From an optimization exercise on the open Yosys and OpenROAD flow, aimed at small area, a short achievable clock period and few clock cycles per item; shortcuts taken in it are not production practice.
At most, simulation tests tie the RTL to the original design; equivalence was not proved.

==> yarrow: inputs <==
// norm5_unit
module norm5_unit #(
    parameter DIMENSIONS    = 5,
    parameter DATA_WIDTH    = 32,
    parameter CORDIC_WIDTH  = 38,
    parameter CORDIC_STAGES = 16,
    parameter ANGLE_WIDTH   = 16
)(
    input                              clk,
    input                              nreset,
    input                              start,
    input  [DIMENSIONS*DATA_WIDTH-1:0] w_in,
    output [DIMENSIONS*DATA_WIDTH-1:0] w_out,
    output                             done
);
Settings: LEC_CHECK=0, ABC_CLOCK_PERIOD_IN_PS=4000, CAP_MARGIN=20, CORE_MARGIN=2, CORE_UTILIZATION=40, SETUP_SLACK_MARGIN=5, SLEW_MARGIN=20; clock period 10.0 ns.
run.sh (not shown) runs the stock make flow with config.mk's settings and CLKGATE_MAP_FILE= SYNTH_SCRIPT=/design/flow/synth_recipe.tcl, a recipe that flattens the netlist after the stock synthesis.
==> quartz (differences from yarrow) <==
- ABC_CLOCK_PERIOD_IN_PS: 4000 -> not set
- SETUP_SLACK_MARGIN: 5 -> not set
==> results.txt <==
| metric | yarrow | quartz |
|---|---|---|
| Drt wl/cell | 24.8 microns | 24.4 microns |
| Status | no timing/DRC/antenna violations | no timing/DRC/antenna violations |
| Area growth, synth to finish | 27.8% | 17.6% |
| Uppermost layer routed | met5 | met4 |
| Clk Latency, worst-skew pair | 0.51 ns | 0.47 ns |
| Total number of cells along the worst setup path | 27 | 25 |
| RD Place Congestion | 1.06 | 0.960 |
| RSZ-0062 raised after global routing | yes | no |
| Fraction of area in multi-input gates | 0.583 | 0.588 |
| Utilization of the core after routing | 0.519 | 0.477 |
| Seq area share | 0.170 | 0.185 |
| Crit path launch | ph[0] | ph[2] |
| Met1 GRT Util | 0.378 | 0.393 |
| Placed standard-cell area | 26,600 sq um | 26,400 sq um |
No run of this note included a check of the RTL's function; only the layout flow was run.


==> run a: inputs <==
norm5_unit, a different RTL version from the one above (not shown whole).
clock: 10.0 ns
lec_check: 0
cap_margin: 20
core_margin: 2
core_utilization: 40
setup_slack_margin: 5
slew_margin: 20
standard.sh (not shown) runs the stock make flow with config.mk's settings and CLKGATE_MAP_FILE= SYNTH_SCRIPT=/design/flow/synth_recipe.tcl, a recipe that flattens the netlist after the stock synthesis.
==> flow/flow/run.sh <==
#!/bin/bash
# The standard layout (standard.sh), with the port buffers made of the smallest
# buffer cell (sky130_fd_sc_hd__buf_1) and the timing repair aimed 6.25 ns below the period.
set -euo pipefail
sed -e 's|"\${@:-finish}"|BUFFER_PORTS_ARGS="-buffer_cell sky130_fd_sc_hd__buf_1" "${@:-finish}"|' \
    -e 's|SETUP_SLACK_MARGIN=[0-9.]*|SETUP_SLACK_MARGIN=6.25|' standard.sh > standard_mod.sh
grep -q BUFFER_PORTS_ARGS standard_mod.sh
bash standard_mod.sh > standard.log 2>&1
==> run b: changes against run a <==
--- a/flow/design.v
+++ b/flow/design.v
@@ -315,16 +315,17 @@
     localparam W  = 36;      
     localparam OW = 22;      
     localparam CW = W - 6;   
     reg st_idle;    
     reg st_a1;      
     reg st_v;       
     reg st_va;      
     reg st_vb;      
+    reg st_r1l;     
     reg st_r;       
     reg st_ra;      
     reg st_rb;      
     reg st_rc;      
     reg [1:0] p;
     reg [3:0] i;     
     reg [3:0] yl, yh, xl, xh;    
     reg wo3, wo4, wo5;
@@ -356,17 +357,16 @@
     always @(*) begin
         case (p)
             2'd0:    Tcur = T4;
             2'd1:    Tcur = T3;
             2'd2:    Tcur = T2;
             default: Tcur = T1[15:0];
         endcase
     end
-    wire v4e = st_v & (p == 2'd3) & (i == 4'd14);
     wire vd  = ~s0 & ysg;
     wire inx = st_v ? vd : rinx;
     wire cnx = st_v ? (s0 ? f : ysg) : rcnx;
     wire iny = st_v ? ~vd : riny;
     wire cny = st_v ? (s0 ? ~f : ~ysg) : rcny;
     reg [W-1:0] yt, xt, ysh, xsh;
     integer b, k;
     always @(*) begin
@@ -399,45 +399,44 @@
     wire [W-1:0]  cs  = RA + RB;
     wire [CW-1:0] cpa = cs[W-1:6];                 
     wire nn = (p == 2'd0) ? T3[0] : (p == 2'd1) ? T2[0] : n1;
     localparam [W-1:0] ONE = 36'h004000000;    
     localparam [W-1:0] MONE = -ONE;
     always @(posedge clk) begin
         if (st_idle | st_a1 | st_va | st_vb)
             X <= ld;
-        else if (v4e)
-            X <= zf ? {W{1'b0}} : ONE;
         else if (st_v | st_r)
             X <= xa;
         else if (st_ra)
             X <= Y;                          
+        else if (st_r1l)
+            X <= zf ? {W{1'b0}} : ONE;
         else     
             X <= {W{1'b0}};
         if (st_idle)
             Y <= {W{1'b0}};
-        else if (v4e)
-            Y <= zf ? {W{1'b0}} : (f ? MONE : ONE);
         else if (st_a1 | st_v | st_r | st_va | st_ra)
             Y <= ya;
+        else if (st_r1l)
+            Y <= zf ? {W{1'b0}} : (f ? MONE : ONE);
         else     
             Y <= {cpa ^ {CW{st_rb & nn & (p != 2'd3)}}, {6{st_rb & nn & (p != 2'd3)}}};
         if (st_idle | st_a1 | st_va) f <= wsel[31];
         else if (st_rb) f <= nn;
         if (st_a1) begin qf <= w1[31] ^ w2[31]; n1 <= w1[31]; end
         else if (st_va) qf <= wsel[31];
         if (st_idle) zf <= ~|w_in;
     end
     always @(posedge clk) ysg <= ya[W-1];
     wire [15:0] Tnext = (p == 2'd0) ? T3 : (p == 2'd1) ? T2 : T1[15:0];    
     reg  nd;
     always @(*) begin
         if (st_rb)        nd = Tnext[0];           
-        else if (v4e | (st_r & (p == 2'd0)))
-                          nd = T4[3];              
+        else if (st_r1l)  nd = T4[2];              
         else if (s0)      nd = Tcur[1];            
         else              nd = Tcur[2];            
     end
     wire n0 = st_rb;                               
     wire nf = st_rb ? nn : f;
     always @(posedge clk) begin
         if (st_idle) begin
             rinx <= 1'b0; rcnx <= 1'b0; riny <= 1'b0; rcny <= wsel[31];
@@ -453,48 +452,49 @@
     always @(posedge clk) begin
         if (st_rb && p == 2'd3) T1 <= cpa[OW-1:0];
         else if ((st_v && p == 2'd0) || (rsh && p == 2'd3)) T1[15:0] <= {r, T1[15:1]};
         if (wo3) O3 <= cpa[OW-1:0];
         else if ((st_v && p == 2'd1) || (rsh && p == 2'd2)) O3[15:0] <= {r, O3[15:1]};
         if (wo4) O4 <= cpa[OW-1:0];
         else if ((st_v && p == 2'd2) || (rsh && p == 2'd1)) O4[15:0] <= {r, O4[15:1]};
         if (wo5) O5 <= cpa[OW-1:0];
-        else if ((st_v && p == 2'd3) || (rsh && p == 2'd0)) O5[15:0] <= {r, O5[15:1]};
+        else if ((st_v && p == 2'd3) || st_r1l || (rsh && p == 2'd0)) O5[15:0] <= {r, O5[15:1]};
     end
     always @(posedge clk or negedge nreset) begin
         if (~nreset) begin
             st_idle <= 1'b1;
-            st_a1 <= 1'b0; st_v <= 1'b0; st_va <= 1'b0; st_vb <= 1'b0;
+            st_a1 <= 1'b0; st_v <= 1'b0; st_va <= 1'b0; st_vb <= 1'b0; st_r1l <= 1'b0;
             st_r <= 1'b0; st_ra <= 1'b0; st_rb <= 1'b0; st_rc <= 1'b0;
             done_r <= 1'b0;
         end else begin
             st_idle <= (st_idle & ~start) | st_rc;
             st_a1   <= st_idle & start;
             st_v    <= st_a1 | st_vb | (st_v & ~(i == 4'd15) & ~(p == 2'd3 && i == 4'd14));
             st_va   <= st_v & (i == 4'd15) & (p != 2'd3);
             st_vb   <= st_va;
-            st_r    <= v4e | (st_rb & (p != 2'd3)) | (st_r & (i != 4'd15));
+            st_r1l  <= st_v & (p == 2'd3) & (i == 4'd14);
+            st_r    <= st_r1l | (st_rb & (p != 2'd3)) | (st_r & (i != 4'd15));
             st_ra   <= st_r & (i == 4'd15);
             st_rb   <= st_ra;
             st_rc   <= st_rb & (p == 2'd3);
             done_r  <= st_rc;
         end
     end
     always @(posedge clk) begin
         wo5 <= st_rb & (p == 2'd0);
         wo4 <= st_rb & (p == 2'd1);
         wo3 <= st_rb & (p == 2'd2);
-        s0 <= st_a1 | st_vb | st_rb | (s0 & ~(st_v | st_r));
-        if (st_a1 | v4e) p <= 2'd0;
+        s0 <= st_a1 | st_vb | st_rb | (s0 & ~(st_v | st_r | st_r1l));
+        if (st_a1 | st_r1l) p <= 2'd0;
         else if (st_vb | st_rb) p <= p + 2'd1;
         if (st_idle | st_a1 | st_vb | st_rb) begin      
             i <= 4'd0;
             yl <= 4'd1; yh <= 4'd1; xl <= 4'd1; xh <= 4'd1;
-        end else if (v4e) begin
+        end else if (st_r1l) begin
             i <= 4'd1;
             yl <= 4'd2; yh <= 4'd1; xl <= 4'd2; xh <= 4'd1;
         end else if (st_v | st_r) begin
             i <= i + 4'd1;
             yl <= {yl[2:0], yl[3]};
             xl <= {xl[2:0], xl[3]};
             if (i[1:0] == 2'd3) begin
                 yh <= {yh[2:0], yh[3]};
==> flow/flow/run.sh (replaced) <==
#!/bin/bash
# The standard layout (standard.sh), with the port buffers made of the smallest
# buffer cell (sky130_fd_sc_hd__buf_1) and the timing repair aimed 5.5 ns below the period.
set -euo pipefail
sed -e 's|"\${@:-finish}"|BUFFER_PORTS_ARGS="-buffer_cell sky130_fd_sc_hd__buf_1" "${@:-finish}"|' \
    -e 's|SETUP_SLACK_MARGIN=[0-9.]*|SETUP_SLACK_MARGIN=5.5|' standard.sh > standard_mod.sh
grep -q BUFFER_PORTS_ARGS standard_mod.sh
bash standard_mod.sh > standard.log 2>&1
==> run c: changes against run a <==
--- a/flow/design.v
+++ b/flow/design.v
@@ -315,33 +315,35 @@
     localparam W  = 36;      
     localparam OW = 22;      
     localparam CW = W - 6;   
     reg st_idle;    
     reg st_a1;      
     reg st_v;       
     reg st_va;      
     reg st_vb;      
+    reg st_r1l;     
     reg st_r;       
     reg st_ra;      
     reg st_rb;      
     reg st_rc;      
     reg [1:0] p;
     reg [3:0] i;     
-    reg [3:0] yl, yh, xl, xh;    
+    reg [3:0] ix;    
     reg wo3, wo4, wo5;
     reg s0;          
+    reg tsel;        
     reg ysg;         
     reg rinx, rcnx, riny, rcny;
     reg done_r;
     reg signed [W-1:0] X, Y;
     reg        f;                
     reg        qf;               
     reg        zf;               
-    reg [OW-1:0] T1;             
+    reg [15:0] T1;               
     reg        n1;               
     reg [OW-1:0] O3, O4, O5;     
     wire [15:0] T2 = O3[15:0];
     wire [15:0] T3 = O4[15:0];
     wire [15:0] T4 = O5[15:0];
     reg [W-1:0]  RA, RB;         
     wire [31:0] w1 = w_in[31:0];
     wire [31:0] w2 = w_in[63:32];
@@ -353,91 +355,71 @@
                        (p == 2'd0) ? w3 : (p == 2'd1) ? w4 : w5;
     wire [W-1:0] ld = {wsel[29:0], 6'b0} ^ {W{wsel[31]}};
     reg [15:0] Tcur;
     always @(*) begin
         case (p)
             2'd0:    Tcur = T4;
             2'd1:    Tcur = T3;
             2'd2:    Tcur = T2;
-            default: Tcur = T1[15:0];
+            default: Tcur = T1;
         endcase
     end
-    wire v4e = st_v & (p == 2'd3) & (i == 4'd14);
     wire vd  = ~s0 & ysg;
     wire inx = st_v ? vd : rinx;
     wire cnx = st_v ? (s0 ? f : ysg) : rcnx;
     wire iny = st_v ? ~vd : riny;
     wire cny = st_v ? (s0 ? ~f : ~ysg) : rcny;
-    reg [W-1:0] yt, xt, ysh, xsh;
-    integer b, k;
-    always @(*) begin
-        for (b = 0; b < W; b = b + 1) begin
-            yt[b] = 1'b0; xt[b] = 1'b0;
-            for (k = 0; k < 4; k = k + 1) begin
-                yt[b] = yt[b] | (yl[k] & Y[(b + k > W - 1) ? W - 1 : b + k]);
-                xt[b] = xt[b] | (xl[k] & X[(b + k > W - 1) ? W - 1 : b + k]);
-            end
-        end
-        for (b = 0; b < W; b = b + 1) begin
-            ysh[b] = 1'b0; xsh[b] = 1'b0;
-            for (k = 0; k < 4; k = k + 1) begin
-                ysh[b] = ysh[b] | (yh[k] & yt[(b + 4 * k > W - 1) ? W - 1 : b + 4 * k]);
-                xsh[b] = xsh[b] | (xh[k] & xt[(b + 4 * k > W - 1) ? W - 1 : b + 4 * k]);
-            end
-        end
-    end
+    wire signed [W-1:0] ysh = Y >>> i;
+    wire signed [W-1:0] xsh = X >>> ix;
     wire [W:0] xs = {X, 1'b1} + {ysh ^ {W{inx}}, cnx};
     wire [W:0] ys = {Y, 1'b1} + {xsh ^ {W{iny}}, cny};
     wire [W-1:0] xa = xs[W:1];
     wire [W-1:0] ya = ys[W:1];
-    wire [W-1:0] tin = X;
+    wire [W-1:0] tin = tsel ? Y : X;
     wire [W-1:0] ra, rb;
     gain_comp_rows u_gc (.v(tin), .ra(ra), .rb(rb));
     always @(posedge clk) begin
         RA <= ra;
         RB <= rb;
     end
     wire [W-1:0]  cs  = RA + RB;
     wire [CW-1:0] cpa = cs[W-1:6];                 
     wire nn = (p == 2'd0) ? T3[0] : (p == 2'd1) ? T2[0] : n1;
     localparam [W-1:0] ONE = 36'h004000000;    
     localparam [W-1:0] MONE = -ONE;
     always @(posedge clk) begin
         if (st_idle | st_a1 | st_va | st_vb)
             X <= ld;
-        else if (v4e)
-            X <= zf ? {W{1'b0}} : ONE;
-        else if (st_v | st_r)
+        else if (st_v | st_r | st_ra)
             X <= xa;
-        else if (st_ra)
-            X <= Y;                          
-        else     
-            X <= {W{1'b0}};
+        else if (st_r1l)
+            X <= zf ? {W{1'b0}} : ONE;
+        else if (st_rb)
+            X <= (p == 2'd3) ? {cpa, 6'b0} : {W{1'b0}};
         if (st_idle)
             Y <= {W{1'b0}};
-        else if (v4e)
-            Y <= zf ? {W{1'b0}} : (f ? MONE : ONE);
-        else if (st_a1 | st_v | st_r | st_va | st_ra)
+        else if (st_a1 | st_v | st_r | st_va)
             Y <= ya;
-        else     
+        else if (st_r1l)
+            Y <= zf ? {W{1'b0}} : (f ? MONE : ONE);
+        else if (st_vb | st_rb | st_rc)
             Y <= {cpa ^ {CW{st_rb & nn & (p != 2'd3)}}, {6{st_rb & nn & (p != 2'd3)}}};
         if (st_idle | st_a1 | st_va) f <= wsel[31];
         else if (st_rb) f <= nn;
         if (st_a1) begin qf <= w1[31] ^ w2[31]; n1 <= w1[31]; end
         else if (st_va) qf <= wsel[31];
         if (st_idle) zf <= ~|w_in;
     end
     always @(posedge clk) ysg <= ya[W-1];
-    wire [15:0] Tnext = (p == 2'd0) ? T3 : (p == 2'd1) ? T2 : T1[15:0];    
+    wire [15:0] Tnext = (p == 2'd0) ? T3 : (p == 2'd1) ? T2 : T1;    
     reg  nd;
     always @(*) begin
         if (st_rb)        nd = Tnext[0];           
-        else if (v4e | (st_r & (p == 2'd0)))
-                          nd = T4[3];              
+        else if (st_r1l)  nd = T4[2];              
         else if (s0)      nd = Tcur[1];            
         else              nd = Tcur[2];            
     end
     wire n0 = st_rb;                               
     wire nf = st_rb ? nn : f;
     always @(posedge clk) begin
         if (st_idle) begin
             rinx <= 1'b0; rcnx <= 1'b0; riny <= 1'b0; rcny <= wsel[31];
@@ -446,68 +428,61 @@
             rcnx <= n0 ? (nd ^ nf) : nd;
             riny <= n0 ? 1'b0 : ~nd;
             rcny <= n0 ? nf : ~nd;
         end
     end
     wire r = (st_v & s0) ? qf : (ysg ^ qf);
     wire rsh = st_r & ~s0;
     always @(posedge clk) begin
-        if (st_rb && p == 2'd3) T1 <= cpa[OW-1:0];
-        else if ((st_v && p == 2'd0) || (rsh && p == 2'd3)) T1[15:0] <= {r, T1[15:1]};
+        if ((st_v && p == 2'd0) || (rsh && p == 2'd3)) T1 <= {r, T1[15:1]};
         if (wo3) O3 <= cpa[OW-1:0];
         else if ((st_v && p == 2'd1) || (rsh && p == 2'd2)) O3[15:0] <= {r, O3[15:1]};
         if (wo4) O4 <= cpa[OW-1:0];
         else if ((st_v && p == 2'd2) || (rsh && p == 2'd1)) O4[15:0] <= {r, O4[15:1]};
         if (wo5) O5 <= cpa[OW-1:0];
-        else if ((st_v && p == 2'd3) || (rsh && p == 2'd0)) O5[15:0] <= {r, O5[15:1]};
+        else if ((st_v && p == 2'd3) || st_r1l || (rsh && p == 2'd0)) O5[15:0] <= {r, O5[15:1]};
     end
     always @(posedge clk or negedge nreset) begin
         if (~nreset) begin
             st_idle <= 1'b1;
-            st_a1 <= 1'b0; st_v <= 1'b0; st_va <= 1'b0; st_vb <= 1'b0;
+            st_a1 <= 1'b0; st_v <= 1'b0; st_va <= 1'b0; st_vb <= 1'b0; st_r1l <= 1'b0;
             st_r <= 1'b0; st_ra <= 1'b0; st_rb <= 1'b0; st_rc <= 1'b0;
+            p <= 2'd0;
+            i <= 4'd0;
+            ix <= 4'd0;
+            wo3 <= 1'b0; wo4 <= 1'b0; wo5 <= 1'b0;
+            s0 <= 1'b1;
+            tsel <= 1'b0;
             done_r <= 1'b0;
         end else begin
             st_idle <= (st_idle & ~start) | st_rc;
             st_a1   <= st_idle & start;
             st_v    <= st_a1 | st_vb | (st_v & ~(i == 4'd15) & ~(p == 2'd3 && i == 4'd14));
             st_va   <= st_v & (i == 4'd15) & (p != 2'd3);
             st_vb   <= st_va;
-            st_r    <= v4e | (st_rb & (p != 2'd3)) | (st_r & (i != 4'd15));
+            st_r1l  <= st_v & (p == 2'd3) & (i == 4'd14);
+            st_r    <= st_r1l | (st_rb & (p != 2'd3)) | (st_r & (i != 4'd15));
             st_ra   <= st_r & (i == 4'd15);
             st_rb   <= st_ra;
             st_rc   <= st_rb & (p == 2'd3);
-            done_r  <= st_rc;
-        end
-    end
-    always @(posedge clk) begin
-        wo5 <= st_rb & (p == 2'd0);
-        wo4 <= st_rb & (p == 2'd1);
-        wo3 <= st_rb & (p == 2'd2);
-        s0 <= st_a1 | st_vb | st_rb | (s0 & ~(st_v | st_r));
-        if (st_a1 | v4e) p <= 2'd0;
-        else if (st_vb | st_rb) p <= p + 2'd1;
-        if (st_idle | st_a1 | st_vb | st_rb) begin      
-            i <= 4'd0;
-            yl <= 4'd1; yh <= 4'd1; xl <= 4'd1; xh <= 4'd1;
-        end else if (v4e) begin
-            i <= 4'd1;
-            yl <= 4'd2; yh <= 4'd1; xl <= 4'd2; xh <= 4'd1;
-        end else if (st_v | st_r) begin
-            i <= i + 4'd1;
-            yl <= {yl[2:0], yl[3]};
-            xl <= {xl[2:0], xl[3]};
-            if (i[1:0] == 2'd3) begin
-                yh <= {yh[2:0], yh[3]};
-                xh <= {xh[2:0], xh[3]};
-            end
+            wo5 <= st_rb & (p == 2'd0);
+            wo4 <= st_rb & (p == 2'd1);
+            wo3 <= st_rb & (p == 2'd2);
+            done_r <= st_rc;
+            tsel <= st_ra;
+            s0 <= st_a1 | st_vb | st_rb | (s0 & ~(st_v | st_r | st_r1l));
+            if (st_a1 | st_r1l) p <= 2'd0;
+            else if (st_vb | st_rb) p <= p + 2'd1;
+            if (st_a1 | st_vb | st_rb) begin i <= 4'd0; ix <= 4'd0; end
+            else if (st_r1l) begin i <= 4'd1; ix <= 4'd1; end
+            else if (st_v | st_r) begin i <= i + 4'd1; ix <= ix + 4'd1; end
         end
     end
     assign done = done_r;
     wire [OW-1:0] r1 = Y[OW+5:6];
-    wire [OW-1:0] r2 = T1;
+    wire [OW-1:0] r2 = X[OW+5:6];
     assign w_out = {{(32-OW){O5[OW-1]}}, O5,
                     {(32-OW){O4[OW-1]}}, O4,
                     {(32-OW){O3[OW-1]}}, O3,
                     {(32-OW){r2[OW-1]}}, r2,
                     {(32-OW){r1[OW-1]}}, r1};
 endmodule
==> flow/run.sh (new file) <==
#!/bin/bash
# synth_recipe.tcl (not shown) runs the flow's synth.tcl, then flattens the netlist and writes it again
# the make line also repeats each setting of config.mk as NAME=value (left out here)
make -C /OpenROAD-flow-scripts/flow DESIGN_CONFIG=/design/flow/config.mk WORK_HOME=/design/flow/orfs CLKGATE_MAP_FILE= SYNTH_SCRIPT=/design/flow/synth_recipe.tcl finish
==> flow/config.mk (replaced) <==
export PLATFORM = sky130hd
export DESIGN_NAME = norm5_unit
export DESIGN_NICKNAME = norm5_unit
export VERILOG_FILES = /design/flow/design.v
export SDC_FILE = /design/flow/constraint.sdc
export NUM_CORES = 8
export LEC_CHECK = 0
export CAP_MARGIN = 20
export CORE_MARGIN = 2
export CORE_UTILIZATION = 40
export SETUP_SLACK_MARGIN = 4.5
export SLEW_MARGIN = 20
removed: flow/flow/run.sh
removed: flow/standard.sh
==> results.py <==
metrics = {
    "worst_hold_path": {
        "whs_endpoint": "tsel$_DFF_PN0_",
    },
    "worst_setup_path": {
        "cp.depth": 19,
        "critPathArrivalTime_ns": 5.49,
    },
    "floorplan": {
        "rows": 90,
    },
    "logic_synthesis": {
        "syn-num-nets": 3080,
        "yosys-mux-area-fraction_pct": 12.3,
        "synth_edf_count": 121,
    },
    "timing": {
        "relSlewSlack_pct": 21.8,
        "skew_ns": 0.0328,
        "fmax_mhz": 194,
    },
    "place": {
        "gp_congestion": 0.968,
    },
    "final_layout": {
        "nClkBuffers": 36,
        "multi_input_cells": 1960,
        "multi_input_area_share_pct": 55.4,
        "fin_area_mm2": 0.0290,
        "utilization_pct": 48.1,
    },
    "clock_network": {
        "cts_buffers": 31,
    },
    "status": {
        "outcome": "complete, no violations",
    },
    "detailed_routing": {
        "met3_length_um": 6960,
    },
    "grt": {
        "grtUsageMet2_pct": 41.5,
    },
}
(the above is from run c)
==> results.py <==
metrics = {
    "clock_network": {
        "cts_buffers": 34,
    },
    "grt": {
        "grtUsageMet2_pct": 47.6,
        "gr-usage-met1_pct": 35.1,
    },
    "logic_synthesis": {
        "syn-num-nets": 3119,
        "yosys-mux-area-fraction_pct": 4.38,
        "synth_edf_count": 91,
    },
    "detailed_routing": {
        "wl_met2_um": 43200,
        "vias": 22400,
        "met3_length_um": 6140,
    },
    "final_layout": {
        "nClkBuffers": 49,
        "utilization_pct": 49.1,
        "n_antenna_cell": 0,
        "fin_area_mm2": 0.0288,
        "multi_input_area_share_pct": 57.7,
        "multi_input_cells": 1983,
    },
    "status": {
        "outcome": "complete, no violations",
    },
    "floorplan": {
        "rows": 89,
    },
    "worst_hold_path": {
        "whs_endpoint": "done_r$_DFF_PN0_",
    },
    "worst_setup_path": {
        "cp.depth": 17,
        "critPathArrivalTime_ns": 4.43,
    },
}
(the above is from run a)
==> results.py <==
metrics = {
    "grt": {
        "grtUsageMet2_pct": 46.0,
    },
    "final_layout": {
        "nClkBuffers": 36,
        "multi_input_cells": 2023,
        "multi_input_area_share_pct": 58.9,
        "fin_area_mm2": 0.0265,
    },
    "clock_network": {
        "cts_buffers": 31,
    },
    "worst_setup_path": {
        "critPathArrivalTime_ns": 4.87,
        "cp.depth": 16,
    },
    "floorplan": {
        "rows": 89,
    },
    "logic_synthesis": {
        "synth_edf_count": 91,
        "yosys-mux-area-fraction_pct": 4.13,
        "syn-num-nets": 3155,
    },
    "status": {
        "outcome": "complete, no violations",
    },
    "timing": {
        "skew_ns": 0.0260,
    },
}
(the above is from run b)
Testbench counts of run a, summed over its fixed seeds: cycles 27,648, items 192.
Testbench counts of run b, summed over its fixed seeds: cycles 27,840, items 192.
Only the layout flow was run in run c; the RTL was not checked for function there.

afterwards: timing with drivers on the ports:
How much do the figures lean on ideal ports? The routed layouts below were timed once more, with nothing changed but the port constraints. Step 1 assumes that a clkbuf_16 drives the clock port and a buf_2 every other input. Step 2 adds t to the input delays and takes it off the output delays; t is the mean of the earliest and latest rising clock arrival at the registers after step 1. Input paths then give back, and output paths get back, about the clock's delay inside the block. Slacks: ideal / step 1 / step 2; pairs: ideal / step 1.
| run | t (ns) | setup slack, ns | cell pins on the clock port's net |
|---|---|---|---|
| yarrow | 0.561 | 3.545 / 3.545 / 3.545 | 1 |
| quartz | 0.520 | 1.596 / 1.596 / 1.596 | 1 |
| run a | 0.615 | 5.983 / 5.983 / 5.892 | 1 |
| run b | 0.663 | 5.652 / 5.652 / 5.652 | 1 |
| run c | 0.674 | 4.834 / 4.834 / 4.834 | 1 |
After both steps every run listed still meets setup and hold. The setup slack of run a, which loses most, moves by 0.000 ns with the drivers and by -0.091 ns with both steps.
